Source: an optimization exercise on an open RTL-to-GDS flow (aim: small area and a short achievable clock period). Production flows keep margins and buffers that such runs may drop.
The RTL was checked by simulation tests, not by an equivalence proof against the original design.
Power is estimated from default activity; no workload was simulated.

--- design/flow/constraint.sdc ---
create_clock -name core_clock -period 95.0 [get_ports {clk}]
set_input_delay 19.0000 -clock core_clock [delete_from_list [all_inputs] [get_ports {clk}]]
set_output_delay 19.0000 -clock core_clock [all_outputs]
set_load 0.01 [all_outputs]
--- design/flow/config.mk ---
export PLATFORM = sky130hd
export DESIGN_NAME = risc_v_superscalar
export DESIGN_NICKNAME = risc_v_superscalar
export VERILOG_FILES = /design/flow/design.v
export SDC_FILE = /design/flow/constraint.sdc
export NUM_CORES = 8
export LEC_CHECK = 0
export CAP_MARGIN = 30
export CORE_MARGIN = 2
export CORE_UTILIZATION = 40
export CTS_CLUSTER_DIAMETER = 100
export CTS_CLUSTER_SIZE = 20
export PLACE_DENSITY = 0.6
export SLEW_MARGIN = 30
--- design/flow/standard.sh ---
#!/bin/bash
# synth_recipe.tcl (not shown) runs the flow's synth.tcl, then flattens the netlist and writes it again
# the make line also repeats each setting of config.mk as NAME=value (left out here)
make -C /OpenROAD-flow-scripts/flow DESIGN_CONFIG=/design/flow/config.mk WORK_HOME=/design/flow/orfs CLKGATE_MAP_FILE= SYNTH_SCRIPT=/design/flow/synth_recipe.tcl "${@:-finish}"
--- design/flow/design.v ---
package riscv_pkg;
typedef enum bit[6:0]{ 
    R_TYPE = 7'b0110011, 
    I_TYPE = 7'b0010011, 
    S_TYPE = 7'b0100011,
    B_TYPE = 7'b1100011, 
    J_TYPE = 7'b1101111, 
    U_TYPE = 7'b0010111, 
    JALR   = 7'b1100111,
    LW     = 7'b0000011,
    LUI    = 7'b0110111
} Opcode_enum;
typedef struct packed {
   logic [31:0] rs1_data;  
   logic [31:0] rs2_data;  
   logic rs1_data_valid;   
   logic rs2_data_valid;  
   logic [5:0] rs1_tag;    
   logic [5:0] rs2_tag;   
   logic [5:0] rd_tag;     
} queue_data;
typedef struct packed {
   queue_data common_data;
   logic [6:0] opcode;
   logic [2:0] func3;
   logic [6:0] func7;
} int_queue_data;
typedef struct packed {
	queue_data common_data;
	logic [31:0] imm;
	logic load_or_store_signal;
	logic [2:0] func3;
} lw_sw_queue_data;
typedef struct packed {
   logic [31:0]  cdb_data;
   logic [5:0]   cdb_tag;
   logic         cdb_valid;
   logic         cdb_branch;
   logic         cdb_branch_taken;
} cdb_bus;
typedef struct packed {
    logic          issueque_ready;
    logic [31:0]   issueque_rs_data;
    logic [31:0]   issueque_rt_data;
    logic [5:0]    issueque_rd_tag;
    logic [6:0]    issueque_opcode;
    logic [2:0]    func3;
    logic [6:0]    func7;
    logic          issueblk_done;     
} int_issue_data_exec_unit;
typedef struct packed {
    logic          issueque_ready;
    logic [31:0]   issueque_rs_data;
    logic [31:0]   issueque_rt_data;
    logic [5:0]    issueque_rd_tag;
    logic [2:0]    issueque_opcode;
    logic          issueblk_done;     
} int_data_exec_unit;
typedef struct packed {
   logic        valid;
   logic [2:0]  opcode;
   logic [5:0]  rd_tag;
   logic [5:0]  rs_tag;
   logic [31:0] rs_data;
   logic        rs_val;
   logic [5:0]  rt_tag;
   logic [31:0] rt_data;
   logic        rt_val;
} entry_issue_queue_t;
typedef struct packed {
   logic        valid;
   logic [6:0]  opcode;
   logic [2:0]  func3;
   logic [6:0]  func7;
   logic [5:0]  rd_tag;
   logic [5:0]  rs_tag;
   logic [31:0] rs_data;
   logic        rs_val;
   logic [5:0]  rt_tag;
   logic [31:0] rt_data;
   logic        rt_val;
} entry_int_issue_queue_t;
typedef struct packed {
   logic        valid;
   lw_sw_queue_data lw_sw_data;
} entry_issue_mem_queue_t;
typedef struct packed {
    logic          issueque_ready;
    logic [31:0]   issueque_rs_data;
    logic [31:0]   issueque_imm;
    logic [31:0]   issueque_rt_data;
    logic [5:0]    issueque_rd_tag;
    logic     		 issueque_opcode;
    logic          issueblk_done;     
} mem_data_exec_unit;
endpackage
module fetchq (
	input  logic         clk,
	input  logic         rst_q,       
	input  logic         flush,       
	input  logic         wr,          
	input  logic [127:0] din,
	input  logic         nl,          
	input  logic [1:0]   rw,          
	output logic [31:0]  instr
);
logic [1:0]        pw, pr;
logic [2:0][127:0] fm;
logic [2:0]        wen;
logic [127:0]      line;
for (genvar k = 0; k < 3; k++) begin : ent
	assign wen[k] = (rst_q | flush) ? (k == 0) : (wr && pw == k);
	always_ff @(posedge clk)
		if (wen[k])
			fm[k] <= din;
end
always_ff @(posedge clk) begin
	pw <= (rst_q | flush) ? 2'd1 : (wr ? ((pw == 2'd2) ? 2'd0 : pw + 2'd1) : pw);
	pr <= (rst_q | flush) ? 2'd0 : (nl ? ((pr == 2'd2) ? 2'd0 : pr + 2'd1) : pr);
end
assign line  = (pr == 2'd0) ? fm[0] : ((pr == 2'd1) ? fm[1] : fm[2]);
assign instr = line[rw*32 +: 32];
endmodule
module tagf (
	input  logic       clk,
	input  logic       rst_q,       
	input  logic       rd,          
	input  logic       wv,          
	input  logic [5:0] wtag,
	output logic [5:0] tagout
);
logic [6:0] rp, wp;
logic       aw;                     
logic [63:0][5:0] mem;
logic [63:0] wen, oh;
logic       ow, ff, we;
assign ff = (wp[5:0] == rp[5:0]) & (wp[6] ^ rp[6]);
assign we = ~ff & wv;
for (genvar i = 0; i < 64; i++) begin : slot
	assign wen[i] = we & (wp[5:0] == i);
	always_ff @(posedge clk)
		if (wen[i])
			mem[i] <= wtag;
	assign oh[i] = (rp[5:0] == i);
end
assign ow = aw | (rp[5:0] < wp[5:0]);
always_comb begin
	tagout = 6'd0;
	for (int i = 0; i < 64; i++)
		tagout = tagout | (mem[i] & {6{oh[i]}});
	if (!ow)
		tagout = rp[5:0];
end
always_ff @(posedge clk) begin
	rp <= rst_q ? 7'd0  : rp + {6'd0, rd};
	wp <= rst_q ? 7'd64 : wp + {6'd0, we};
	aw <= ~rst_q & (aw | (we & (wp[5:0] == 6'd63)));
end
endmodule
module rstab (
	input  logic        clk,
	input  logic        rst_q,
	input  logic [4:0]  rs1, rs2,
	input  logic        ren,         
	input  logic [4:0]  rd,
	input  logic [5:0]  ntag,
	input  logic        cv,
	input  logic [5:0]  ctag,
	output logic        v1, v2,
	output logic [5:0]  t1, t2,
	output logic [31:1] hp           
);
logic [31:1]       rv;
logic [31:1][5:0]  rt;
logic [31:1]       hit, wen;
logic [31:0]       rv_x;
logic [31:0][5:0]  rt_x;
always_comb begin
	for (int i = 1; i < 32; i++)
		hit[i] = cv & rv[i] & (rt[i] == ctag);
	hp = '0;
	for (int i = 1; i < 32; i++)
		if (hit[i]) hp = 31'd1 << (i - 1);
end
for (genvar i = 1; i < 32; i++) begin : reg_
	assign wen[i] = ren & (rd == i);
	always_ff @(posedge clk) begin
		rv[i] <= ~rst_q & (wen[i] | (rv[i] & ~hp[i]));
		if (wen[i])
			rt[i] <= ntag;
	end
end
assign rv_x = {rv, 1'b0};
assign rt_x = {rt, 6'd0};
assign v1 = rv_x[rs1];
assign v2 = rv_x[rs2];
assign t1 = rt_x[rs1];
assign t2 = rt_x[rs2];
endmodule
module regf (
	input  logic        clk,
	input  logic        rst_q,
	input  logic [4:0]  rs1, rs2,
	input  logic [31:1] we,
	input  logic [31:0] wd,
	output logic [31:0] r1, r2
);
logic [31:1]       w;
logic [31:1][31:0] rf;
logic [31:1]       o1, o2;
for (genvar i = 1; i < 32; i++) begin : word
	always_ff @(posedge clk) begin
		w[i] <= ~rst_q & (w[i] | we[i]);
		if (we[i])
			rf[i] <= wd;
	end
	assign o1[i] = (rs1 == i) & w[i];
	assign o2[i] = (rs2 == i) & w[i];
end
always_comb begin
	r1 = ((rs1 == 5'd2) && !w[2]) ? 32'h7fffeffc : 32'd0;
	r2 = ((rs2 == 5'd2) && !w[2]) ? 32'h7fffeffc : 32'd0;
	for (int i = 1; i < 32; i++) begin
		r1 = r1 | (rf[i] & {32{o1[i]}});
		r2 = r2 | (rf[i] & {32{o2[i]}});
	end
end
endmodule
module sq #(
    parameter int OPW = 4
) (
    input  logic           clk,
    input  logic           rst_q,       
    input  logic           ins,         
    input  logic [OPW-1:0] n_op,
    input  logic [5:0]     n_rd,
    input  logic           n_v1,
    input  logic [31:0]    n_d1,
    input  logic           n_v2,
    input  logic [31:0]    n_d2,
    input  logic           cdb_valid,
    input  logic [5:0]     cdb_tag,
    input  logic [31:0]    cdb_data,
    input  logic           issue,       
    output logic           ready_c,
    output logic           full,
    output logic           ready_n,
    output logic [OPW-1:0] op_n,
    output logic [5:0]     rd_n,
    output logic [31:0]    a_n,
    output logic [31:0]    b_n
);
logic [3:0]            v, vp, vn;
logic [3:0][OPW-1:0]   op, opn;
logic [3:0][5:0]       rd, rdn;
logic [3:0]            v1, v2, v1w, v2w, v1n, v2n;
logic [3:0][31:0]      d1, d2, d1w, d2w, d1n, d2n;
logic [3:0]            rdy, rdyn, sh;
logic [1:0]            sel, seln;
always_comb begin
    for (int i = 0; i < 4; i++)
        rdy[i] = v[i] & v1[i] & v2[i];
    sel = 2'd0;
    for (int i = 0; i < 4; i++)
        if (rdy[i]) sel = i[1:0];
end
assign ready_c = |rdy;
assign full    = (&v) & ~issue;
always_comb begin
    for (int i = 0; i < 4; i++) begin
        v1w[i] = v1[i];
        d1w[i] = d1[i];
        v2w[i] = v2[i];
        d2w[i] = d2[i];
        if (cdb_valid && !v1[i] && d1[i][5:0] == cdb_tag) begin
            v1w[i] = 1'b1;
            d1w[i] = cdb_data;
        end
        if (cdb_valid && !v2[i] && d2[i][5:0] == cdb_tag) begin
            v2w[i] = 1'b1;
            d2w[i] = cdb_data;
        end
    end
    vp = v;
    if (issue)
        vp[sel] = 1'b0;
    sh = 4'b0;
    if (ins && !full) begin
        sh[0] = 1'b1;
        for (int i = 1; i < 4; i++)
            sh[i] = sh[i-1] & vp[i-1];
    end
    vn = vp; opn = op; rdn = rd; v1n = v1w; v2n = v2w; d1n = d1w; d2n = d2w;
    for (int i = 1; i < 4; i++)
        if (sh[i]) begin
            vn[i] = vp[i-1]; opn[i] = op[i-1]; rdn[i] = rd[i-1];
            v1n[i] = v1w[i-1]; v2n[i] = v2w[i-1]; d1n[i] = d1w[i-1]; d2n[i] = d2w[i-1];
        end
    if (sh[0]) begin
        vn[0] = 1'b1; opn[0] = n_op; rdn[0] = n_rd;
        v1n[0] = n_v1; v2n[0] = n_v2; d1n[0] = n_d1; d2n[0] = n_d2;
    end
end
always_ff @(posedge clk) begin
    v <= rst_q ? 4'b0 : vn; op <= opn; rd <= rdn; v1 <= v1n; v2 <= v2n; d1 <= d1n; d2 <= d2n;
end
always_comb begin
    for (int i = 0; i < 4; i++)
        rdyn[i] = vn[i] & v1n[i] & v2n[i];
    seln = 2'd0;
    for (int i = 0; i < 4; i++)
        if (rdyn[i]) seln = i[1:0];
end
assign ready_n = |rdyn;
assign op_n    = opn[seln];
assign rd_n    = rdn[seln];
assign a_n     = d1n[seln];
assign b_n     = d2n[seln];
endmodule
module mq (
    input  logic        clk,
    input  logic        rst_q,
    input  logic        ins,
    input  logic        n_st,
    input  logic [5:0]  n_rd,
    input  logic        n_v1,
    input  logic [5:0]  n_t1,
    input  logic [31:0] n_d1,
    input  logic        n_v2,
    input  logic [5:0]  n_t2,
    input  logic [31:0] n_d2,
    input  logic [11:0] n_imm,
    input  logic        cdb_valid,
    input  logic [5:0]  cdb_tag,
    input  logic [31:0] cdb_data,
    input  logic        issue,
    output logic        ready_c,
    output logic        full,
    output logic        ready_n,
    output logic        valid_n,     
    output logic        st_n,
    output logic [5:0]  rd_n,
    output logic [31:0] rs_n,
    output logic [31:0] rt_n,
    output logic [11:0] imm_n
);
logic [3:0]        v, vw, vn, st, stn;
logic [3:0][5:0]   rd, rdn, t1, t1n, t2, t2n;
logic [3:0]        v1, v2, v1w, v2w, v1n, v2n;
logic [3:0][31:0]  d1, d2, d1w, d2w, d1n, d2n;
logic [3:0][11:0]  imm, immn;
logic [1:0]        old, oldn;
always_comb begin
    old = 2'd0;
    for (int i = 0; i < 4; i++)
        if (v[i]) old = i[1:0];
end
assign ready_c = v[old] & v1[old] & v2[old];
assign full    = (&v) & ~issue;
always_comb begin
    for (int i = 0; i < 4; i++) begin
        v1w[i] = v1[i];
        d1w[i] = d1[i];
        v2w[i] = v2[i];
        d2w[i] = d2[i];
        if (cdb_valid && !v1[i] && t1[i] == cdb_tag) begin
            v1w[i] = 1'b1;
            d1w[i] = cdb_data;
        end
        if (cdb_valid && !v2[i] && t2[i] == cdb_tag) begin
            v2w[i] = 1'b1;
            d2w[i] = cdb_data;
        end
    end
    vw = v;
    if (issue)
        vw[old] = 1'b0;
    vn = vw; stn = st; rdn = rd; t1n = t1; t2n = t2; v1n = v1w; v2n = v2w; d1n = d1w; d2n = d2w; immn = imm;
    if (ins && !full) begin
        for (int i = 1; i < 4; i++) begin
            vn[i] = vw[i-1]; stn[i] = st[i-1]; rdn[i] = rd[i-1]; t1n[i] = t1[i-1]; t2n[i] = t2[i-1];
            v1n[i] = v1w[i-1]; v2n[i] = v2w[i-1]; d1n[i] = d1w[i-1]; d2n[i] = d2w[i-1]; immn[i] = imm[i-1];
        end
        vn[0] = 1'b1; stn[0] = n_st; rdn[0] = n_rd; t1n[0] = n_t1; t2n[0] = n_t2;
        v1n[0] = n_v1; v2n[0] = n_v2; d1n[0] = n_d1; d2n[0] = n_d2; immn[0] = n_imm;
    end
end
always_ff @(posedge clk) begin
    v <= rst_q ? 4'b0 : vn; st <= stn; rd <= rdn; t1 <= t1n; t2 <= t2n;
    v1 <= v1n; v2 <= v2n; d1 <= d1n; d2 <= d2n; imm <= immn;
end
always_comb begin
    oldn = 2'd0;
    for (int i = 0; i < 4; i++)
        if (vn[i]) oldn = i[1:0];
end
assign valid_n = |vn;
assign ready_n = vn[oldn] & v1n[oldn] & v2n[oldn];
assign st_n    = stn[oldn];
assign rd_n    = rdn[oldn];
assign rs_n    = d1n[oldn];
assign rt_n    = d2n[oldn];
assign imm_n   = immn[oldn];
endmodule
module alu (
	input  logic [3:0]  op,
	input  logic [31:0] a, b,
	output logic [31:0] y,
	output logic        br,
	output logic        taken
);
localparam logic [3:0] A_SUB  = 4'd1;
localparam logic [3:0] A_SLT  = 4'd2;
localparam logic [3:0] A_XOR  = 4'd3;
localparam logic [3:0] A_OR   = 4'd4;
localparam logic [3:0] A_AND  = 4'd5;
localparam logic [3:0] A_SLL  = 4'd6;
localparam logic [3:0] A_SRL  = 4'd7;
localparam logic [3:0] A_SLLI = 4'd8;
localparam logic [3:0] A_SRLI = 4'd9;
localparam logic [3:0] A_BEQ  = 4'd10;
localparam logic [3:0] A_BNE  = 4'd11;
localparam logic [3:0] A_BNO  = 4'd12;
logic        sub, left, zero_sh;
logic [31:0] s, sa, sr, sl;
logic        lt;
assign sub  = (op == A_SUB) | (op == A_SLT);
assign s    = a + (sub ? ~b : b) + {31'd0, sub};
assign lt   = (a[31] != b[31]) ? a[31] : s[31];
assign left = (op == A_SLL) | (op == A_SLLI);
assign zero_sh = ((op == A_SLL) | (op == A_SRL)) & (|b[31:5]);
always_comb begin
	for (int i = 0; i < 32; i++) sa[i] = left ? a[31-i] : a[i];
	sr = sa >> b[4:0];
	for (int i = 0; i < 32; i++) sl[i] = left ? sr[31-i] : sr[i];
	case (op)
		A_SLT:   y = {31'd0, lt};
		A_XOR:   y = a ^ b;
		A_OR:    y = a | b;
		A_AND:   y = a & b;
		A_SLL, A_SRL, A_SLLI, A_SRLI: y = zero_sh ? 32'd0 : sl;
		default: y = s;
	endcase
end
assign br    = (op == A_BEQ) | (op == A_BNE) | (op == A_BNO);
assign taken = (op == A_BEQ) ? (a == b) : ((op == A_BNE) ? (a != b) : 1'b0);
endmodule
module dmem (
	input  logic        clk,
	input  logic        rst_q,
	input  logic        we,
	input  logic [4:0]  wa,
	input  logic [31:0] wd,
	input  logic [4:0]  ra,
	output logic [31:0] rdata
);
logic [31:0]       w, wen, oh;
logic [31:0][31:0] ram;
for (genvar i = 0; i < 32; i++) begin : word
	assign wen[i] = we & (wa == i);
	always_ff @(posedge clk) begin
		w[i] <= ~rst_q & (w[i] | wen[i]);
		if (wen[i])
			ram[i] <= wd;
	end
end
always_comb begin
	for (int i = 0; i < 32; i++)
		oh[i] = (ra == i[4:0]) & w[i];
	rdata = 32'd0;
	for (int i = 0; i < 32; i++)
		rdata = rdata | (ram[i] & {32{oh[i]}});
	if (we && wa == ra)
		rdata = wd;
end
endmodule
module mulp (
    input  logic        clk,
    input  logic [31:0] a,
    input  logic [31:0] b,
    input  logic [5:0]  tag,
    output logic [31:0] p,
    output logic [5:0]  pt
);
logic [31:0] ma, mb, p1, p2;
logic [5:0]  mt, t1, t2;
logic [31:0] prod;
mulc core (.a(ma), .b(mb), .p(prod));
always_ff @(posedge clk) begin
    ma <= a;
    mb <= b;
    mt <= tag;
    p1 <= prod;
    t1 <= mt;
    p2 <= p1;
    t2 <= t1;
    p  <= p2;
    pt <= t2;
end
endmodule
module mulc (input logic [31:0] a, b, output logic [31:0] p);
logic [15:0] one, two, neg;
logic [15:0][31:0] row;
always_comb begin
	for (int i = 0; i < 16; i++) begin
		logic bm1, b0, b1;
		bm1 = (i == 0) ? 1'b0 : b[2*i-1];
		b0  = b[2*i];
		b1  = b[2*i+1];
		one[i] = b0 ^ bm1;
		two[i] = (b1 & ~b0 & ~bm1) | (~b1 & b0 & bm1);
		neg[i] = b1 & ~(b0 & bm1);
		row[i] = '0;
		for (int j = 0; j < 32 - 2*i; j++)
			row[i][j + 2*i] = ((one[i] & a[j]) | (two[i] & ((j == 0) ? 1'b0 : a[j-1]))) ^ neg[i];
	end
	p = 32'd0;
	for (int i = 0; i < 16; i++)
		p = p + row[i] + ({31'd0, neg[i]} << (2*i));
end
endmodule
module divp #(
    parameter logic [31:0] BND = (32'd1 << 5)  | (32'd1 << 11) | (32'd1 << 15) | (32'd1 << 19) |
                                 (32'd1 << 22) | (32'd1 << 25) | (32'd1 << 28)
) (
    input  logic        clk,
    input  logic [31:0] a,       
    input  logic [31:0] b,       
    input  logic [5:0]  tag,
    output logic [31:0] q,
    output logic [5:0]  qt
);
for (genvar j = 1; j <= 32; j++) begin : st
    logic [j-1:0] rc, ro;        
    logic [31:0]  nqc, nqo;      
    logic [31:0]  dd;            
    logic [31:0]  dout;
    logic [5:0]   tin, tout;
    logic [j-1:0] tt;
    logic [j:0]   sb;
    logic         hz, ge;
    logic [31:0]  nqi;
    if (j == 1) begin : first
        assign nqi = a;
        assign dd  = b;
        assign tin = tag;
        assign tt  = nqi[31];
    end else begin : next
        assign nqi = st[j-1].nqo;
        assign dd  = st[j-1].dout;
        assign tin = st[j-1].tout;
        assign tt  = {st[j-1].ro, nqi[31]};
    end
    if (j < 32) begin : hzc
        assign hz = ~|dd[31:j];
    end else begin : hzl
        assign hz = 1'b1;
    end
    assign sb  = {1'b0, tt} - {1'b0, dd[j-1:0]};
    assign ge  = hz & ~sb[j];
    assign rc  = ge ? sb[j-1:0] : tt;
    assign nqc = {nqi[30:0], ge};
    if (BND[j-1]) begin : rg
        always_ff @(posedge clk) begin
            ro   <= rc;
            nqo  <= nqc;
            dout <= dd;
            tout <= tin;
        end
    end else begin : cb
        assign ro   = rc;
        assign nqo  = nqc;
        assign dout = dd;
        assign tout = tin;
    end
end
assign q  = st[32].nqo;
assign qt = st[32].tout;
endmodule
module risc_v_superscalar(
	input logic clk,
	input logic rst,
	output logic [27:0]  imem_line_addr,	 
	input  logic [127:0] imem_line,		 
	output logic [31:0]  cdb_data,
	output logic [5:0]   cdb_tag,
	output logic         cdb_valid,
	output logic         cdb_branch,
	output logic         cdb_branch_taken
);
localparam logic [6:0] OP_R    = 7'b0110011;
localparam logic [6:0] OP_I    = 7'b0010011;
localparam logic [6:0] OP_S    = 7'b0100011;
localparam logic [6:0] OP_B    = 7'b1100011;
localparam logic [6:0] OP_J    = 7'b1101111;
localparam logic [6:0] OP_U    = 7'b0010111;
localparam logic [6:0] OP_JALR = 7'b1100111;
localparam logic [6:0] OP_LW   = 7'b0000011;
localparam logic [6:0] OP_LUI  = 7'b0110111;
localparam logic [3:0] A_ADD  = 4'd0;
localparam logic [3:0] A_SUB  = 4'd1;
localparam logic [3:0] A_SLT  = 4'd2;
localparam logic [3:0] A_XOR  = 4'd3;
localparam logic [3:0] A_OR   = 4'd4;
localparam logic [3:0] A_AND  = 4'd5;
localparam logic [3:0] A_SLL  = 4'd6;    
localparam logic [3:0] A_SRL  = 4'd7;
localparam logic [3:0] A_SLLI = 4'd8;    
localparam logic [3:0] A_SRLI = 4'd9;
localparam logic [3:0] A_BEQ  = 4'd10;
localparam logic [3:0] A_BNE  = 4'd11;
localparam logic [3:0] A_BNO  = 4'd12;   
logic rst_q;    
always_ff @(posedge clk)
	rst_q <= rst;
logic [31:0] cp_data, cq_data, cn_data;
logic [5:0]  cp_tag, cq_tag, cn_tag;
logic        cp_valid, cq_valid, cn_valid, cp_branch, cq_branch, cn_branch, cp_taken, cq_taken, cn_taken;
logic [31:0] pcq, pcq_n;    
logic [31:0] pcx;           
always_ff @(posedge clk or posedge rst) begin
	if (rst) begin
		cp_data   <= '0;
		cp_tag    <= '0;
		cp_valid  <= 1'b0;
		cp_branch <= 1'b0;
		cp_taken  <= 1'b0;
		pcx       <= 32'd0;
	end else begin
		cp_data   <= rst_q ? 32'd0 : cn_data;
		cp_tag    <= rst_q ? 6'd0 : cn_tag;
		cp_valid  <= ~rst_q & cn_valid;
		cp_branch <= ~rst_q & cn_branch;
		cp_taken  <= ~rst_q & cn_taken;
		pcx       <= rst_q ? 32'h000010 : (pcq_n ^ 32'h400000);
	end
end
always_ff @(posedge clk) begin
	cq_data   <= rst_q ? 32'd0 : cn_data;
	cq_tag    <= rst_q ? 6'd0 : cn_tag;
	cq_valid  <= ~rst_q & cn_valid;
	cq_branch <= ~rst_q & cn_branch;
	cq_taken  <= ~rst_q & cn_taken;
end
assign pcq              = pcx ^ 32'h400000;
assign imem_line_addr   = pcq[31:4];
assign cdb_data         = cp_data;
assign cdb_tag          = cp_tag;
assign cdb_valid        = cp_valid;
assign cdb_branch       = cp_branch;
assign cdb_branch_taken = cp_taken;
logic [31:0] pco, pco_n;                  
logic [2:0]  wpl, wpl_n;                  
logic [4:0]  rp, rp_n;                    
logic        jmp, jmp_n;                  
logic        stall, stall_n;              
logic [31:0] tgt, tgt_n;                  
logic        lru, lru_n;
logic [4:1]  mv, mv_n;                    
logic [7:1]  dv, dv_n;                    
logic        we_q, we_n;                  
logic [4:0]  wa_q, wa_n;
logic [31:0] wd_q, wd_n;
always_ff @(posedge clk) begin
	pco   <= rst_q ? 32'h400004 : pco_n;
	wpl   <= rst_q ? 3'd1 : wpl_n;
	rp    <= rst_q ? 5'd1 : rp_n;
	jmp   <= ~rst_q & jmp_n;
	stall <= ~rst_q & stall_n;
	lru   <= rst_q | lru_n;
	mv    <= rst_q ? 4'd0 : mv_n;
	dv    <= rst_q ? 7'd0 : dv_n;
	we_q  <= ~rst_q & we_n;
	wa_q  <= wa_n;
	wd_q  <= wd_n;
end
logic iq_ins, xq_ins, dq_ins, mq_ins;
logic iq_rc, xq_rc, dq_rc, mq_rc;        
logic iq_full, xq_full, dq_full, mq_full;
logic iq_rn, xq_rn, dq_rn, mq_rn;        
logic is_int, is_mem, is_mult, is_div;   
logic in_int, in_mem, in_mult, in_div;   
logic        full, empty, rd_en, wr;
logic [1:0]  widx;
logic [31:0] instr, i2d;
assign full  = jmp ? 1'b0 : ((wpl[1:0] + 2'd1) == rp[3:2]);
assign empty = (wpl == rp[4:2]);
assign rd_en = ~stall | ~iq_full | ~mq_full | ~xq_full | ~dq_full;
assign wr    = ~full & rd_en;
assign widx  = jmp ? (rp[1:0] + 2'd1) : rp[1:0];
fetchq fetch_lines (
	.clk(clk), .rst_q(rst_q), .flush(jmp), .wr(wr), .din(imem_line),
	.nl(rp_n[4:2] != rp[4:2]), .rw(widx), .instr(instr)
);
assign i2d   = (empty | stall) ? 32'b0 : instr;
always_comb begin
	wpl_n = wpl;
	if (jmp)
		wpl_n = 3'd1;
	else if (wr)
		wpl_n = wpl + 3'd1;
	if (jmp)
		rp_n = {3'b000, tgt[3:2]};
	else if (rp[4:2] == 3'd0 || (rd_en && !empty))
		rp_n = rp + 5'd1;
	else
		rp_n = rp;
	pco_n = jmp ? tgt : (rd_en ? pco + 32'd4 : pco);
end
logic [6:0]  opc, f7;
logic [4:0]  rd, rs1, rs2;
logic [2:0]  f3;
logic        o_r, o_i, o_s, o_b, o_j, o_u, o_jalr, o_lw, o_lui;
logic        rd_en_dec;
logic [31:0] imm, bj;
assign opc = i2d[6:0];
assign rd  = i2d[11:7];
assign f3  = i2d[14:12];
assign rs1 = i2d[19:15];
assign rs2 = i2d[24:20];
assign f7  = i2d[31:25];
assign o_r    = opc == OP_R;
assign o_i    = opc == OP_I;
assign o_s    = opc == OP_S;
assign o_b    = opc == OP_B;
assign o_j    = opc == OP_J;
assign o_u    = opc == OP_U;
assign o_jalr = opc == OP_JALR;
assign o_lw   = opc == OP_LW;
assign o_lui  = opc == OP_LUI;
assign rd_en_dec = (o_r | o_i | o_u | o_j | o_lw) & (rd != 5'd0);
always_comb begin
	if (o_i | o_jalr | o_lw) imm = {{20{i2d[31]}}, i2d[31:20]};
	else if (o_b)            imm = {{20{i2d[31]}}, i2d[7], i2d[30:25], i2d[11:8], 1'b0};
	else if (o_s)            imm = {{21{i2d[31]}}, i2d[30:25], i2d[11:7]};
	else if (o_j)            imm = {{12{i2d[31]}}, i2d[19:12], i2d[20], i2d[30:21], 1'b0};
	else if (o_u)            imm = {i2d[31:12], 12'b0};
	else                     imm = 32'b0;
end
assign bj = pco + imm;
assign jmp_n   = o_j | cq_taken;
assign tgt_n   = (o_b | o_j) ? bj : tgt;
always_ff @(posedge clk)
	if (o_b | o_j)
		tgt <= bj;
always_comb begin
	if (cq_branch && jmp) stall_n = 1'b0;
	else if (o_b)           stall_n = 1'b1;
	else if (cq_branch)     stall_n = 1'b0;
	else                    stall_n = stall;
end
assign pcq_n = jmp_n ? tgt_n : (pcq + (full ? 32'd0 : 32'd16));
logic [5:0] tagout;
tagf tag_fifo (.clk(clk), .rst_q(rst_q), .rd(rd_en_dec), .wv(cq_valid), .wtag(cq_tag), .tagout(tagout));
logic        v1, v2;
logic [5:0]  t1, t2;
logic [31:0] r1, r2;
logic [31:1] hp;
logic        sel1, sel2, val1, val2;
logic [31:0] d1, d2;
rstab status_table (
	.clk(clk), .rst_q(rst_q), .rs1(rs1), .rs2(rs2), .ren(rd_en_dec), .rd(rd), .ntag(tagout),
	.cv(cq_valid), .ctag(cq_tag), .v1(v1), .v2(v2), .t1(t1), .t2(t2), .hp(hp)
);
regf reg_file (.clk(clk), .rst_q(rst_q), .rs1(rs1), .rs2(rs2), .we(hp), .wd(cq_data), .r1(r1), .r2(r2));
assign sel1 = cq_valid & v1 & (t1 == cq_tag);
assign sel2 = cq_valid & v2 & (t2 == cq_tag);
assign d1   = sel1 ? cq_data : r1;
assign d2   = sel2 ? cq_data : r2;
assign val1 = ~v1 | sel1;
assign val2 = ~v2 | sel2;
logic [3:0]  aop;
logic [31:0] q1, q2;       
logic        iv2;
logic [31:0] id2;
always_comb begin
	aop = A_ADD;
	if (o_r) begin
		case ({f3, f7})
			10'b000_0100000: aop = A_SUB;
			10'b001_0000000: aop = A_SLL;
			10'b010_0000000: aop = A_SLT;
			10'b011_0000000: aop = A_SLT;
			10'b100_0000000: aop = A_XOR;
			10'b101_0100000: aop = A_SRL;
			10'b101_0000000: aop = A_SRL;
			10'b110_0000000: aop = A_OR;
			10'b111_0000000: aop = A_AND;
			default:         aop = A_ADD;
		endcase
	end else if (o_i) begin
		case (f3)
			3'b010, 3'b011: aop = A_SLT;
			3'b100:         aop = A_XOR;
			3'b110:         aop = A_OR;
			3'b111:         aop = A_AND;
			3'b001:         aop = A_SLLI;
			3'b101:         aop = A_SRLI;
			default:        aop = A_ADD;
		endcase
	end else if (o_b) begin
		case (f3)
			3'b000:  aop = A_BEQ;
			3'b001:  aop = A_BNE;
			default: aop = A_BNO;
		endcase
	end
end
assign q1  = val1 ? d1 : {26'd0, t1};
assign q2  = val2 ? d2 : {26'd0, t2};
assign iv2 = (o_i | o_lui) ? 1'b1 : val2;
assign id2 = (o_i | o_lui) ? imm : q2;
assign iq_ins = o_r ? !((f3 == 3'd4 || f3 == 3'd0) && f7 == 7'd1) : (o_i | o_lui | o_jalr | o_b | o_u);
assign xq_ins = o_r & (f3 == 3'd0) & (f7 == 7'd1);
assign dq_ins = o_r & (f3 == 3'd4) & (f7 == 7'd1);
assign mq_ins = o_lw | o_s;
logic [3:0]  iq_op;
logic [5:0]  iq_rd, xq_rd, dq_rd, mq_rd;
logic [31:0] iq_a, iq_b, xq_a, xq_b, dq_a, dq_b, mq_rs, mq_rt;
logic [11:0] mq_imm;
logic        mq_vn, mq_st;
logic        xq_op_unused, dq_op_unused;
sq #(.OPW(4)) int_q (
	.clk(clk), .rst_q(rst_q), .ins(iq_ins),
	.n_op(aop), .n_rd(tagout), .n_v1(val1), .n_d1(q1), .n_v2(iv2), .n_d2(id2),
	.cdb_valid(cq_valid), .cdb_tag(cq_tag), .cdb_data(cq_data),
	.issue(is_int), .ready_c(iq_rc), .full(iq_full),
	.ready_n(iq_rn), .op_n(iq_op), .rd_n(iq_rd), .a_n(iq_a), .b_n(iq_b)
);
sq #(.OPW(1)) mult_q (
	.clk(clk), .rst_q(rst_q), .ins(xq_ins),
	.n_op(1'b0), .n_rd(tagout), .n_v1(val1), .n_d1(q1), .n_v2(val2), .n_d2(q2),
	.cdb_valid(cq_valid), .cdb_tag(cq_tag), .cdb_data(cq_data),
	.issue(is_mult), .ready_c(xq_rc), .full(xq_full),
	.ready_n(xq_rn), .op_n(xq_op_unused), .rd_n(xq_rd), .a_n(xq_a), .b_n(xq_b)
);
sq #(.OPW(1)) div_queue (
	.clk(clk), .rst_q(rst_q), .ins(dq_ins),
	.n_op(1'b0), .n_rd(tagout), .n_v1(val1), .n_d1(q1), .n_v2(val2), .n_d2(q2),
	.cdb_valid(cq_valid), .cdb_tag(cq_tag), .cdb_data(cq_data),
	.issue(is_div), .ready_c(dq_rc), .full(dq_full),
	.ready_n(dq_rn), .op_n(dq_op_unused), .rd_n(dq_rd), .a_n(dq_a), .b_n(dq_b)
);
mq mem_q (
	.clk(clk), .rst_q(rst_q), .ins(mq_ins),
	.n_st(~o_lw), .n_rd(tagout), .n_v1(val1), .n_t1(t1), .n_d1(d1),
	.n_v2(o_lw | val2), .n_t2(t2), .n_d2(d2), .n_imm(imm[11:0]),
	.cdb_valid(cq_valid), .cdb_tag(cq_tag), .cdb_data(cq_data),
	.issue(is_mem), .ready_c(mq_rc), .full(mq_full),
	.ready_n(mq_rn), .valid_n(mq_vn), .st_n(mq_st), .rd_n(mq_rd),
	.rs_n(mq_rs), .rt_n(mq_rt), .imm_n(mq_imm)
);
always_comb begin
	is_int = 1'b0; is_mem = 1'b0; is_mult = 1'b0; is_div = 1'b0;
	if (dq_rc && !dv[7])
		is_div = 1'b1;
	else if (xq_rc && !dv[3])
		is_mult = 1'b1;
	else if (!(mv[4] | dv[7])) begin
		if (iq_rc && (lru || !mq_rc))
			is_int = 1'b1;
		else if (mq_rc)
			is_mem = 1'b1;
	end
end
assign lru_n = is_int ? 1'b0 : (is_mem ? 1'b1 : lru);
assign mv_n  = {mv[3:1], is_mult};
assign dv_n  = {dv[6:1], is_div};
always_comb begin
	in_int = 1'b0; in_mem = 1'b0; in_mult = 1'b0; in_div = 1'b0;
	if (dq_rn && !dv[6])
		in_div = 1'b1;
	else if (xq_rn && !dv[2])
		in_mult = 1'b1;
	else if (!(mv[3] | dv[6])) begin
		if (iq_rn && (lru_n || !mq_rn))
			in_int = 1'b1;
		else if (mq_rn)
			in_mem = 1'b1;
	end
end
logic [31:0] alu_y;
logic        ibr, btaken;
alu int_alu (.op(iq_op), .a(iq_a), .b(iq_b), .y(alu_y), .br(ibr), .taken(btaken));
logic [31:0] maddr;
logic        m_in1, m_gpio, m_stack;
logic [4:0]  ma;
logic [31:0] mdata;
assign maddr   = mq_rs + {{20{mq_imm[11]}}, mq_imm};
assign m_in1   = (maddr >= 32'h10010000) && (maddr < 32'h10040000);
assign m_gpio  = m_in1 && (maddr >= 32'h10010020) && (maddr <= 32'h10010038);
assign m_stack = !m_in1 && (maddr >= 32'h10040000) && (maddr < 32'h7fffeffc);
assign ma      = maddr[6:2] - (m_gpio ? 5'd8 : (m_stack ? 5'd10 : 5'd0));
logic [31:0] ram_q;
dmem data_mem (.clk(clk), .rst_q(rst_q), .we(we_q), .wa(wa_q), .wd(wd_q), .ra(ma), .rdata(ram_q));
assign we_n  = mq_vn & mq_st;
assign wa_n  = ma;
assign wd_n  = mq_rt;
assign mdata = m_gpio ? 32'd0 : ram_q;
logic [31:0] mul_res, div_res;
logic [5:0]  mul_t, div_t;
mulp mul_unit (.clk(clk), .a(xq_a), .b(xq_b), .tag(xq_rd), .p(mul_res), .pt(mul_t));
divp div_unit (.clk(clk), .a(dq_a), .b(dq_b), .tag(dq_rd), .q(div_res), .qt(div_t));
always_comb begin
	cn_data = 32'd0; cn_tag = 6'd0; cn_valid = 1'b0; cn_branch = 1'b0; cn_taken = 1'b0;
	if (in_int) begin
		if (ibr) begin
			cn_branch = 1'b1;
			cn_taken  = btaken;
		end else begin
			cn_data  = alu_y;
			cn_tag   = iq_rd;
			cn_valid = 1'b1;
		end
	end else if (in_mem) begin
		if (!mq_st) begin
			cn_data  = mdata;
			cn_tag   = mq_rd;
			cn_valid = 1'b1;
		end
	end else if (mv[3]) begin
		cn_data  = mul_res;
		cn_tag   = mul_t;
		cn_valid = 1'b1;
	end else if (dv[6]) begin
		cn_data  = div_res;
		cn_tag   = div_t;
		cn_valid = 1'b1;
	end
end
endmodule
--- design/flow/flow/match_regs.py ---
#!/usr/bin/env python3
"""Name the registers of a second synthesis of the same design as the standard synthesis names them.

usage: match_regs.py STANDARD.v OTHER.v OUT.v

Both netlists are Yosys-written, flattened, mapped to sky130 cells. A register is an instance of a
flip-flop cell (sky130_fd_sc_hd__df*, edf*, sdf*); it is identified by its instance name without
Yosys's cell-type tag ($_..._), or by the net on its Q pin when Yosys named it by number. The
script exits with status 1, writing nothing, unless both netlists have the same registers: the same
identities, each in the same cell type, and nothing but Q as a register output. Otherwise it writes
OTHER.v to OUT.v with each register instance renamed to the standard netlist's name for it (any
other instance that would clash with such a name gets a new name).
"""
import re
import sys

INST = re.compile(r'^(\s*)(sky130_fd_sc_hd__\w+)\s+(\\\S+|[A-Za-z_][\w$]*)\s*\(\s*$')
PIN = re.compile(r'\.(\w+)\(\s*(.*?)\s*\)')
FLOP = re.compile(r'^sky130_fd_sc_hd__(e?df|sdf)\w*$')


def parse(path):
    lines = open(path).read().split('\n')
    insts = []   # (line index, cell, name, {pin: net})
    i = 0
    while i < len(lines):
        m = INST.match(lines[i])
        if m:
            cell, name = m.group(2), m.group(3)
            j = i
            body = []
            while not lines[j].rstrip().endswith(');'):
                j += 1
                body.append(lines[j])
            pins = dict(PIN.findall(' '.join(body)))
            insts.append((i, cell, name, pins))
            i = j + 1
        else:
            i += 1
    return lines, insts


def key(name, q):
    """A register's identity: its instance name without Yosys's cell-type tag ($_..._), or, for an
    instance Yosys named by number, its Q net."""
    if name.startswith('_'):
        return 'Q:' + q
    return re.sub(r'\$_[A-Z0-9_]+_\s*$', '', name.rstrip())


def regs(insts, path):
    out = {}
    for _, cell, name, pins in insts:
        if FLOP.match(cell):
            outs = [p for p in pins if p in ('Q', 'Q_N')]
            if outs != ['Q']:
                sys.exit(f'{path}: register {name} ({cell}) does not drive exactly its Q pin')
            k = key(name, pins['Q'])
            if k in out:
                sys.exit(f'{path}: two registers with key {k}')
            out[k] = (name, cell)
    return out


def main():
    std_path, oth_path, out_path = sys.argv[1:4]
    _, std_insts = parse(std_path)
    oth_lines, oth_insts = parse(oth_path)
    std = regs(std_insts, std_path)
    oth = regs(oth_insts, oth_path)
    if set(std) != set(oth):
        sys.exit(f'register names differ: {len(std)} vs {len(oth)}, '
                 f'{sorted(set(std) ^ set(oth))[:10]}')
    for q in std:
        if std[q][1] != oth[q][1]:
            sys.exit(f'register {q}: cell {std[q][1]} vs {oth[q][1]}')
    wanted = {oth[q][0]: std[q][0] for q in std}          # other name -> standard name
    reg_names = set(wanted.values())
    used = {name for _, _, name, _ in oth_insts}
    renames = {}
    for _, cell, name, _ in oth_insts:
        if name in wanted:
            renames[name] = wanted[name]
        elif name in reg_names:
            k = 0
            while f'{name}_m{k}' in used or f'{name}_m{k}' in reg_names:
                k += 1
            renames[name] = f'{name}_m{k}'
            used.add(renames[name])
    if len(set(renames.values())) != len(renames):
        sys.exit('renaming would give two instances one name')

    def fmt(n):
        return n + ' ' if n.startswith('\\') else n

    for idx, cell, name, _ in oth_insts:
        if name in renames:
            ind = INST.match(oth_lines[idx]).group(1)
            oth_lines[idx] = f'{ind}{cell} {fmt(renames[name])} ('
    open(out_path, 'w').write('\n'.join(oth_lines))
    print(f'{len(std)} registers matched, {sum(1 for n in renames if n in wanted and renames[n] != n)} '
          f'renamed, {sum(1 for n in renames if n not in wanted)} other instances renamed')


main()
--- design/flow/flow/abc_map.script ---
strash
&get -n
&fraig -x
&put
scorr
dc2
strash
&get -n
&syn4
&dch -f
&nf -R 1000 -p
&put
--- design/flow/flow/run.sh ---
#!/bin/bash
# Layout flow. Every step is the standard flow (standard.sh), with these changes:
#  1. Synthesis: the standard synthesis runs first (synth_standard.log). Then the design is
#     synthesized again in orfs_area/ with ORFS's synthesis, each module on its own
#     (SYNTH_HIERARCHICAL 1, flattened at the end by synth_recipe.tcl), and with one file changed
#     in a copy of ORFS's scripts: abc_speed.script is replaced by abc_map.script, an ABC script
#     that maps for area (no buffering or gate sizing towards ABC's delay target; the layout's
#     timing repair sizes the gates that need it). match_regs.py checks that both netlists have
#     the same registers (the same names up to Yosys's cell-type tag, each in the same cell type)
#     and gives them the standard synthesis's names; only then does this netlist replace the
#     standard one. Otherwise the standard netlist is kept.
#  2. Layout (standard.log): the port buffers are buf_4 cells (buffer_ports picks a clkdlybuf4s50
#     delay cell otherwise), and timing repair (after CTS and after global routing) works on every
#     path longer than 20 ns. The constraints stay the design's (95 ns clock, same I/O delays).
# Each tool's output goes to the logs named above and ORFS's own logs under orfs*/logs.
set -euo pipefail
W=$PWD
R=$W/orfs/results/$FLOW_PLATFORM/risc_v_superscalar/base
RA=$W/orfs_area/results/$FLOW_PLATFORM/risc_v_superscalar/base

bash standard.sh synth > synth_standard.log 2>&1
cp "$R/1_2_yosys.v" netlist_standard.v

rm -rf scripts_area
cp -r "$FLOW_HOME/scripts" scripts_area
cp flow/abc_map.script scripts_area/abc_speed.script
sed -e "s#WORK_HOME=[^ ]*#WORK_HOME=$W/orfs_area SCRIPTS_DIR=$W/scripts_area SYNTH_HIERARCHICAL=1#" standard.sh > synth_area.sh
if bash synth_area.sh synth > synth_area.log 2>&1 &&
   python3 flow/match_regs.py netlist_standard.v "$RA/1_2_yosys.v" netlist_area.v > match_regs.log 2>&1; then
  cp netlist_area.v "$R/1_2_yosys.v"
  rm -f "$R/1_synth.odb" "$R/1_synth.sdc"
  echo "area netlist used" >> match_regs.log
else
  echo "standard netlist kept" >> match_regs.log
fi

bash standard.sh "BUFFER_PORTS_ARGS=-buffer_cell sky130_fd_sc_hd__buf_4" SETUP_SLACK_MARGIN=75 finish > standard.log 2>&1
==> results_dict.tcl, run 1 <==
set metrics [dict create \
    viasPerCell 6.47 \
    hold_start "div_unit.st[23].nqo[5]$_DFF_P_" \
    rr_startpoint "jmp$_DFF_P_" \
    num_io_pins 199 \
    fp.dieW_um 783 \
    syn_area_um2 243000 \
    synth.avg_cell_area_um2 11.4 \
    globalRouteOverflowTotal 0 \
    hold_viol_final 0 \
    period_needed_ps 20750 \
    reg2reg_slack_ps 76300 \
    outcome "complete, no violations" \
    cts_made_buffers 315 \
    place_hpwl_um 631000 \
    hold_end "div_unit.st[26].nqo[8]$_DFF_P_" \
    power.internal_mw 4.19 \
    timing.rr.end "cp_data[14]$_DFF_PP0_" \
    swShare_pct 43.0 \
    clock_skew_ps 145 \
    insertion_delay_ps 1080 \
    final_common_cell "edfxtp_1" \
    grt_pass1_wl_um 1380000 \
    p_per_area_nw_per_um2 27.2 \
    area_growth_pct 11.4 \
    clkSinkCount 5408 \
    num_vias 199000 \
    yosys_warnings 13 \
    seqPwrFrac_pct 39.7 \
    slowest_delay_ps 600 \
    fin_util_pct 44.6 \
    worstPathBufferInverterCount 1 \
    hold_depth 0 \
    ant_nets 0 \
    die_h_um 783 \
    worst_setup_path_end_kind "output pin" \
    synth_fp_nets 22500 \
    cts_max_path_buffers 4 \
    p_leak_nw 99.1 \
    synthCells 21300 \
    grt_usage_pct 30.8 \
    h-tree-depth 5 \
    min_period_over_period_pct 21.8 \
    cts_hold_buf 0 \
    clk_pin_slew_worst_paths_ps 90 \
    layout_common_cells "edfxtp_1, nand2_1, dfxtp_1, a22oi_1, nor2_1" \
    setup_viol 0 \
    drc 0 \
    critical_path_required_ps 76000 \
    path_class "reg -> out" \
    cpLargestDelayFamily "flip-flops" \
    grt_max_degree 178 \
    crit_path_start_kind "flip-flop" \
    combPwrFrac_pct 40.7 \
    post_drt_wl_per_cell_um 32.1 \
    clock-root-buffer "clkbuf_16" \
    max_slew.worst_pin.slew_ps 1200 \
    path_cells "buf_6" \
    place_congestion 0.967 \
    grt_pass1_vias 187000 \
    drt_first_pass_iters 17 \
    drive_gt1_share_pct 7.43 \
    routed_wl_um 986000 \
    tns_ps 0 \
    hold_class "reg -> reg" \
    grt_setup_unrepaired "true" \
    arrival_ps 1750 \
    p_clk_share_pct 19.6 \
    slew_violations 0 \
    max_freq_mhz 48.2 \
    antenna_found_initial 137 \
    core_area_um2 605000 \
    maxCapViolations 0 \
    irDropWorstVdd_v 0.0000439 \
    slowest_stage "dfrtp_2" \
    drt-initial-drc-count 33200 \
    cts_tree "yes" \
    die_area_um2 613000 \
    rows 286 \
    placed_cells 30100 \
    final_cells 30800 \
    port-buffer-count 198 \
    slew_headroom_pct 19.7 \
    r2r_cells 73 \
    initial_core_util_pct 40.1 \
    nets 23600 \
    path_max_fanout 1 \
    p_switching_mw 3.16 \
    crit_cells 1 \
    fin_total_pwr_mw 7.35 \
]
-- per-layer routing --
layer / part of all wire, % / GRT usage [%] / up-vias / wire, um
li1: - / - / 84600 / -
met1: 38 / 40.5 / 97200 / 373000
met2: 42 / 45.5 / 14300 / 413000
met3: 14 / 9.97 / 2928 / 137000
met4: 6.2 / 15.4 / 98 / 60800
met5: 0.075 / 0.102 / - / 742
-- what timing repair did --
item | CTS | global route
hold endpoints to repair | 0 | 0
pin swaps | 0 | 2
buffers inserted | 27 | 6
endpoints found under the setup margin | 69 | 107
gates resized for setup | 71 | 10
-- power groups by stage --
stage               Sequential [mW]  Combinational [mW]  Clock (mW)
finish                         2.92                2.99        1.44
global route                   2.93                3.11        1.53
CTS                            2.91                2.85        1.45
detailed placement             2.96                2.83           0
global placement               2.96                2.80           0
floorplan                      2.94                1.39           0
-- registers in the layout, summed over array words and instances, names as in the netlist, 132 cells and up, named ones only --
name	count
data_mem.ram	1024
div_unit.st.dout	224
div_unit.st.nqo	224
div_unit.st.ro	132
fetch_lines.fm	384
reg_file.rf	992
status_table.rt	186
tag_fifo.mem	384
-- worst reg2reg max path, delay by kind of cell, from the launching register on --
kind | cells | cell delay (ps)
xor+xnor | 4 | 1150
simple gates | 22 | 6370
fa+ha+maj | 2 | 670
flops | 1 | 530
compound gates | 37 | 7160
mux | 1 | 460
buf+inv | 7 | 2150
-- per-stage QoR --
stage	instance area, um^2	setup slack, ps	hold WS (ps)
finish	270000	74250	306
global route	270000	74240	328
CTS	270000	74210	319
detailed placement	260000	74560	312
global placement	260000	74620	310
floorplan	243000	75210	310
-- final cells by class --
cell class | instances | area (um^2)
tap | 8064 | 10100
antenna | 79 | 198
clock inverter | 39 | 586
fill | 55900 | 335000
timing repair buffer | 899 | 7250
multi-input combinational | 15000 | 101000
sequential | 5408 | 139000
inverter | 858 | 3260
clock buffer | 457 | 8510
-- how the worst max path moves through the flow --
stage,start,endpoint,slack [ps]
5_1_grt,cp_data[6]$_DFF_PP0_,cdb_data[6],74240
3_3_place_gp,rst,cp_data[3]$_DFF_PP0_,74620
6_report,cp_data[6]$_DFF_PP0_,cdb_data[6],74250
4_1_cts,cp_data[6]$_DFF_PP0_,cdb_data[6],74210
3_5_place_dp,rst,cp_data[18]$_DFF_PP0_,74560
2_1_floorplan,jmp$_DFF_P_,cp_data[30]$_DFF_PP0_,75210
==> run 2: changes to the inputs <==
--- a/design/flow/flow/run.sh
+++ b/design/flow/flow/run.sh
@@ -11,7 +11,8 @@
 #     standard one. Otherwise the standard netlist is kept.
 #  2. Layout (standard.log): the port buffers are buf_4 cells (buffer_ports picks a clkdlybuf4s50
 #     delay cell otherwise), and timing repair (after CTS and after global routing) works on every
-#     path longer than 20 ns. The constraints stay the design's (95 ns clock, same I/O delays).
+#     path longer than 20 ns, and antenna repair after detailed routing may take up to 10 rounds
+#     (ORFS's default is 5). The constraints stay the design's (95 ns clock, same I/O delays).
 # Each tool's output goes to the logs named above and ORFS's own logs under orfs*/logs.
 set -euo pipefail
 W=$PWD
@@ -34,4 +35,4 @@
   echo "standard netlist kept" >> match_regs.log
 fi
 
-bash standard.sh "BUFFER_PORTS_ARGS=-buffer_cell sky130_fd_sc_hd__buf_4" SETUP_SLACK_MARGIN=75 finish > standard.log 2>&1
+bash standard.sh "BUFFER_PORTS_ARGS=-buffer_cell sky130_fd_sc_hd__buf_4" SETUP_SLACK_MARGIN=75 MAX_REPAIR_ANTENNAS_ITER_DRT=10 finish > standard.log 2>&1
--- a/design/flow/config.mk
+++ b/design/flow/config.mk
@@ -8,7 +8,7 @@
 export CAP_MARGIN = 30
 export CORE_MARGIN = 2
 export CORE_UTILIZATION = 40
-export CTS_CLUSTER_DIAMETER = 100
-export CTS_CLUSTER_SIZE = 20
+export CTS_CLUSTER_DIAMETER = 120
+export CTS_CLUSTER_SIZE = 22
 export PLACE_DENSITY = 0.6
 export SLEW_MARGIN = 30
==> results_dict.tcl, run 2 <==
set metrics [dict create \
    clock_skew_ps 119 \
    crit_cells 1 \
    worst_setup_path_end_kind "output pin" \
    grt_pass1_wl_um 1380000 \
    drt_first_pass_iters 13 \
    yosys_warnings 13 \
    num_io_pins 199 \
    cts_tree "yes" \
    slowest_delay_ps 600 \
    drive_gt1_share_pct 7.33 \
    hold_class "reg -> reg" \
    rr_startpoint "jmp$_DFF_P_" \
    cpLargestDelayFamily "flip-flops" \
    h-tree-depth 5 \
    p_leak_nw 98.8 \
    final_common_cell "edfxtp_1" \
    routed_wl_um 986000 \
    insertion_delay_ps 1050 \
    maxCapViolations 0 \
    largest_register_ffs 1024 \
    max_freq_mhz 48.2 \
    r2r_cells 73 \
    reg2reg_slack_ps 76210 \
    path_cells "buf_6" \
    post_drt_wl_per_cell_um 32.1 \
    max_slew.worst_pin.slew_ps 1220 \
    clock-root-buffer "clkbuf_16" \
    fp.dieW_um 783 \
    worstPathBufferInverterCount 1 \
    min_period_over_period_pct 21.8 \
    hold_start "div_unit.st[20].nqo[4]$_DFF_P_" \
    grt_setup_unrepaired "true" \
    place_congestion 0.967 \
    die_h_um 783 \
    outcome "complete, no violations" \
    clkSinkCount 5408 \
    tns_ps 0 \
    critical_path_required_ps 76000 \
    slew_headroom_pct 18.0 \
    core_area_um2 605000 \
    hold_viol_final 0 \
    nets 23600 \
    antenna_found_initial 121 \
    syn_area_um2 243000 \
    initial_core_util_pct 40.1 \
    num_vias 199000 \
    synthCells 21300 \
    clk_pin_slew_worst_paths_ps 100 \
    largestRegisters "data_mem.ram x1024, reg_file.rf x992" \
    path_class "reg -> out" \
    cts_hold_buf 0 \
    die_area_um2 613000 \
    viasPerCell 6.46 \
    cts_made_buffers 288 \
    cts_max_path_buffers 4 \
    path_max_fanout 1 \
    drt-initial-drc-count 32700 \
    grt_pass1_vias 187000 \
    drc 0 \
    p_per_area_nw_per_um2 27.0 \
    irDropWorstVdd_v 0.0000416 \
    place_hpwl_um 631000 \
    hold_depth 0 \
    grt_max_degree 178 \
    globalRouteOverflowTotal 0 \
    timing.rr.end "cp_data[14]$_DFF_PP0_" \
    synth.avg_cell_area_um2 11.4 \
    ant_nets 0 \
    grt_usage_pct 30.8 \
    arrival_ps 1740 \
    synth_fp_nets 22500 \
    dpl_worst_slack_ps 74560 \
    setup_slack_ps 74260 \
    area_growth_pct 11.1 \
    slowest_stage "dfrtp_2" \
    crit_path_start_kind "flip-flop" \
    setup_viol 0 \
    port-buffer-count 198 \
    period_needed_ps 20740 \
    layout_common_cells "edfxtp_1, nand2_1, dfxtp_1, a22oi_1, nor2_1" \
    slew_violations 0 \
    hold_end "div_unit.st[23].nqo[7]$_DFF_P_" \
    rows 286 \
    regMostFlops "data_mem.ram" \
]
[run 2: how the worst max path moves through the flow]
| stage | slack [ps] | from | to |
|---|---|---|---|
| after global placement | 74620 | rst | cp_data[3]$_DFF_PP0_ |
| final | 74260 | cp_data[6]$_DFF_PP0_ | cdb_data[6] |
| after floorplan | 75210 | jmp$_DFF_P_ | cp_data[30]$_DFF_PP0_ |
| after CTS | 74230 | cp_data[6]$_DFF_PP0_ | cdb_data[6] |
| after detailed placement | 74560 | rst | cp_data[18]$_DFF_PP0_ |
| after global routing | 74230 | cp_data[6]$_DFF_PP0_ | cdb_data[6] |
[run 2: metrics by stage]
stage | util (%) | hold slack (ps) | power [mW] | instance area [um^2] | cells
3_3_place_gp | 42.9 | 310 | 5.76 | 260000 | 30100
5_1_grt | 44.5 | 297 | 7.51 | 270000 | 30700
6_report | 44.5 | 273 | 7.28 | 270000 | 30700
4_1_cts | 44.5 | 297 | 7.15 | 269000 | 30600
2_1_floorplan | - | 310 | 4.33 | 243000 | 21300
3_5_place_dp | 43.0 | 312 | 5.80 | 260000 | 30100
[run 2: timing repair]
action,4_1_cts,5_1_grt
pin swaps,0,2
setup endpoints to repair,69,106
resized for setup,71,8
setup buffers,27,6
[run 2: area by class of cell]
type	count	area [um^2]
fillers	56000	336000
flip-flops and latches	5408	139000
multi-input cells	15000	101000
well taps	8064	10100
clock buffers	423	7840
repair buffers	900	7240
inverters	858	3260
clock inverters	35	557
diodes	74	185
[run 2: report_power, final]
part	switching [mW]	internal, mW	leakage, nW
sequential	0.171	2.75	48.0
clock	0.797	0.589	4.03
combinational	2.18	0.804	46.7
[run 2: worst reg2reg max path: cells and delay by family, from the launching register on]
family | cells | cell delay, ps
AND/OR/NAND/NOR | 22 | 6350
adder cells (fa/ha/maj) | 2 | 670
AO/OA/AOI/OAI | 37 | 7120
buffers and inverters | 7 | 2310
multiplexers | 1 | 470
XOR/XNOR | 4 | 1140
flip-flops | 1 | 540
[run 2: routing by layer]
metal	up-vias	track usage (%)	share of wire (%)
li1	84600	-	-
met1	96800	40.6	38
met2	14000	45.3	42
met3	3011	9.93	14
met4	92	15.6	6.4
met5	-	0.0862	0.077
==> run 3: changes to the inputs <==
--- a/design/flow/config.mk
+++ b/design/flow/config.mk
@@ -7,8 +7,8 @@
 export LEC_CHECK = 0
 export CAP_MARGIN = 30
 export CORE_MARGIN = 2
-export CORE_UTILIZATION = 40
+export CORE_UTILIZATION = 50
 export CTS_CLUSTER_DIAMETER = 120
 export CTS_CLUSTER_SIZE = 22
-export PLACE_DENSITY = 0.6
+export PLACE_DENSITY = 0.66
 export SLEW_MARGIN = 30
==> results_dict.tcl, run 3 <==
set metrics [dict create \
    cts_tree "yes" \
    hold_class "reg -> reg" \
    critical_path_required_ps 76000 \
    antenna_found_initial 99 \
    largestRegisters "data_mem.ram x1024, reg_file.rf x992" \
    grt_max_degree 108 \
    synthCells 21300 \
    grt_setup_unrepaired "true" \
    drt-initial-drc-count 35500 \
    slew_headroom_pct 19.7 \
    place_congestion 1.01 \
    yosys_warnings 13 \
    clkSinkCount 5408 \
    period_needed_ps 20570 \
    fin_util_pct 55.4 \
    irDropWorstVdd_v 0.0000342 \
    core_area_um2 483000 \
    synth_fp_nets 22500 \
    cpLargestDelayFamily "flip-flops" \
    viasPerCell 6.85 \
    num_io_pins 199 \
    globalRouteOverflowTotal 0 \
    slowest_delay_ps 380 \
    fillers 40900 \
    fp.dieW_um 701 \
    maxCapViolations 0 \
    die_area_um2 491000 \
    cts_made_buffers 289 \
    hold_viol_final 0 \
    hold_end "div_unit.st[20].nqo[4]$_DFF_P_" \
    p_per_area_nw_per_um2 25.9 \
    tns_ps 0 \
    ant_nets 0 \
    die_h_um 701 \
    grt_pass1_vias 185000 \
    nets 23600 \
    path_max_fanout 2 \
    syn_area_um2 243000 \
    synth.avg_cell_area_um2 11.4 \
    setup_viol 0 \
    largest_register_ffs 1024 \
    drt_first_pass_iters 14 \
    p_leak_nw 98.7 \
    reg2reg_slack_ps 75860 \
    area_growth_pct 10.2 \
    insertion_delay_ps 1070 \
    rows 255 \
    cts_hold_buf 0 \
    cts_max_path_buffers 4 \
    slowest_stage "dfrtp_1" \
    crit_path_start_kind "flip-flop" \
    path_cells "clkinv_2 > buf_6" \
    slew_violations 0 \
    min_period_over_period_pct 21.7 \
    r2r_cells 68 \
    path_class "reg -> out" \
    max_slew.worst_pin.slew_ps 1200 \
    hold_depth 0 \
    clock-root-buffer "clkbuf_16" \
    drive_gt1_share_pct 7.15 \
    place_hpwl_um 602000 \
    final_common_cell "edfxtp_1" \
    outcome "complete, no violations" \
    clk_pin_slew_worst_paths_ps 90 \
    grt_pass1_wl_um 1340000 \
    post_drt_wl_per_cell_um 32.7 \
    timing.rr.end "cq_data[31]$_DFF_P_" \
    regMostFlops "data_mem.ram" \
    routed_wl_um 950000 \
    grt_usage_pct 37.2 \
    worstPathBufferInverterCount 2 \
    hold_start "div_unit.st[16].nqo[0]$_DFF_P_" \
    layout_common_cells "edfxtp_1, nand2_1, dfxtp_1, a22oi_1, nor2_1" \
    worst_setup_path_end_kind "output pin" \
    port-buffer-count 198 \
    max_freq_mhz 48.6 \
    drc 0 \
    clock_skew_ps 124 \
    initial_core_util_pct 50.3 \
    rr_startpoint "jmp$_DFF_P_" \
    arrival_ps 1570 \
    num_vias 199000 \
    h-tree-depth 5 \
]
## run 3: timing repair
action / 4_1_cts / 5_1_grt
gates resized for setup: 69 / 19
pin swaps: 0 / 3
setup endpoints to repair: 69 / 133
buffers inserted: 29 / 11
## run 3: worst max path at each step
stage / from / to / slack [ps] / cells past startpoint
floorplan: jmp$_DFF_P_ / cp_data[30]$_DFF_PP0_ / 75210 / 60
global placement: rst / cp_data[11]$_DFF_PP0_ / 74680 / 3
detailed placement: rst / cp_data[11]$_DFF_PP0_ / 74660 / 3
CTS: pcx[22]$_DFF_PP0_ / imem_line_addr[18] / 74370 / 2
global route: pcx[22]$_DFF_PP0_ / imem_line_addr[18] / 74390 / 2
finish: pcx[22]$_DFF_PP0_ / imem_line_addr[18] / 74430 / 2
## run 3: metal layers
| layer | vias up | wire (um) | share of wire [%] | global-route usage (%) |
|---|---|---|---|---|
| li1 | 84600 | - | - | - |
| met1 | 96400 | 351000 | 37 | 49.2 |
| met2 | 14900 | 391000 | 41 | 53.8 |
| met3 | 3196 | 137000 | 14 | 12.2 |
| met4 | 95 | 69900 | 7.4 | 21.0 |
| met5 | - | 701 | 0.074 | 0.137 |
## run 3: through the flow
| step | instances | instance area [um^2] | worst slack, ps | hold WS, ps | power, mW |
|---|---|---|---|---|---|
| after CTS | 29000 | 267000 | 74370 | 303 | 6.81 |
| after floorplan | 21300 | 243000 | 75210 | 310 | 4.33 |
| final | 29100 | 267000 | 74430 | 294 | 6.93 |
| after detailed placement | 28500 | 258000 | 74660 | 312 | 5.45 |
| after global routing | 29000 | 267000 | 74390 | 299 | 7.13 |
| after global placement | 28500 | 258000 | 74680 | 311 | 5.42 |
## run 3: power by group
part	internal, mW	total [mW]	switching, mW
combinational	0.757	2.63	1.88
clock	0.590	1.38	0.794
sequential	2.75	2.92	0.168
total	4.09	6.93	2.84
## run 3: cell type report
| type | count | area (um^2) | area share [%] |
|---|---|---|---|
| sequential | 5408 | 139000 | 52.0 |
| multi-input combinational | 15000 | 101000 | 37.9 |
| tap | 6425 | 8040 | 3.01 |
| clock buffer | 433 | 7830 | 2.93 |
| timing repair buffer | 875 | 7030 | 2.63 |
| inverter | 858 | 3260 | 1.22 |
| clock inverter | 35 | 693 | 0.259 |
| antenna | 88 | 220 | 0.0823 |

[what the ideal ports hide]
Ports are ideal in the flow. The routed layouts listed here were re-timed in OpenROAD.
Step 1 (the two cells are an assumption about what drives the block):
set clk [get_ports {clk}]
set_driving_cell -lib_cell sky130_fd_sc_hd__clkbuf_16 $clk
set_driving_cell -lib_cell sky130_fd_sc_hd__buf_2 [delete_from_list [all_inputs] $clk]
Step 2 times the ports against the registers' clock, not the clock port: input delays grow and output delays shrink by t, the midpoint of the rising clock arrivals with the driver on.
a / b / c = ideal ports / drivers / drivers and shift; a / b = the first two.
run	t, ns	setup slack, ns	cell pins on the clock port's net
run 1	1.163	74.253 / 74.099 / 74.557	1
run 2	1.131	74.257 / 74.119 / 74.563	1
run 3	1.130	74.431 / 74.307 / 74.647	1
After both steps every run listed still meets setup and hold. The worst setup slack also covers recovery checks on asynchronous resets.
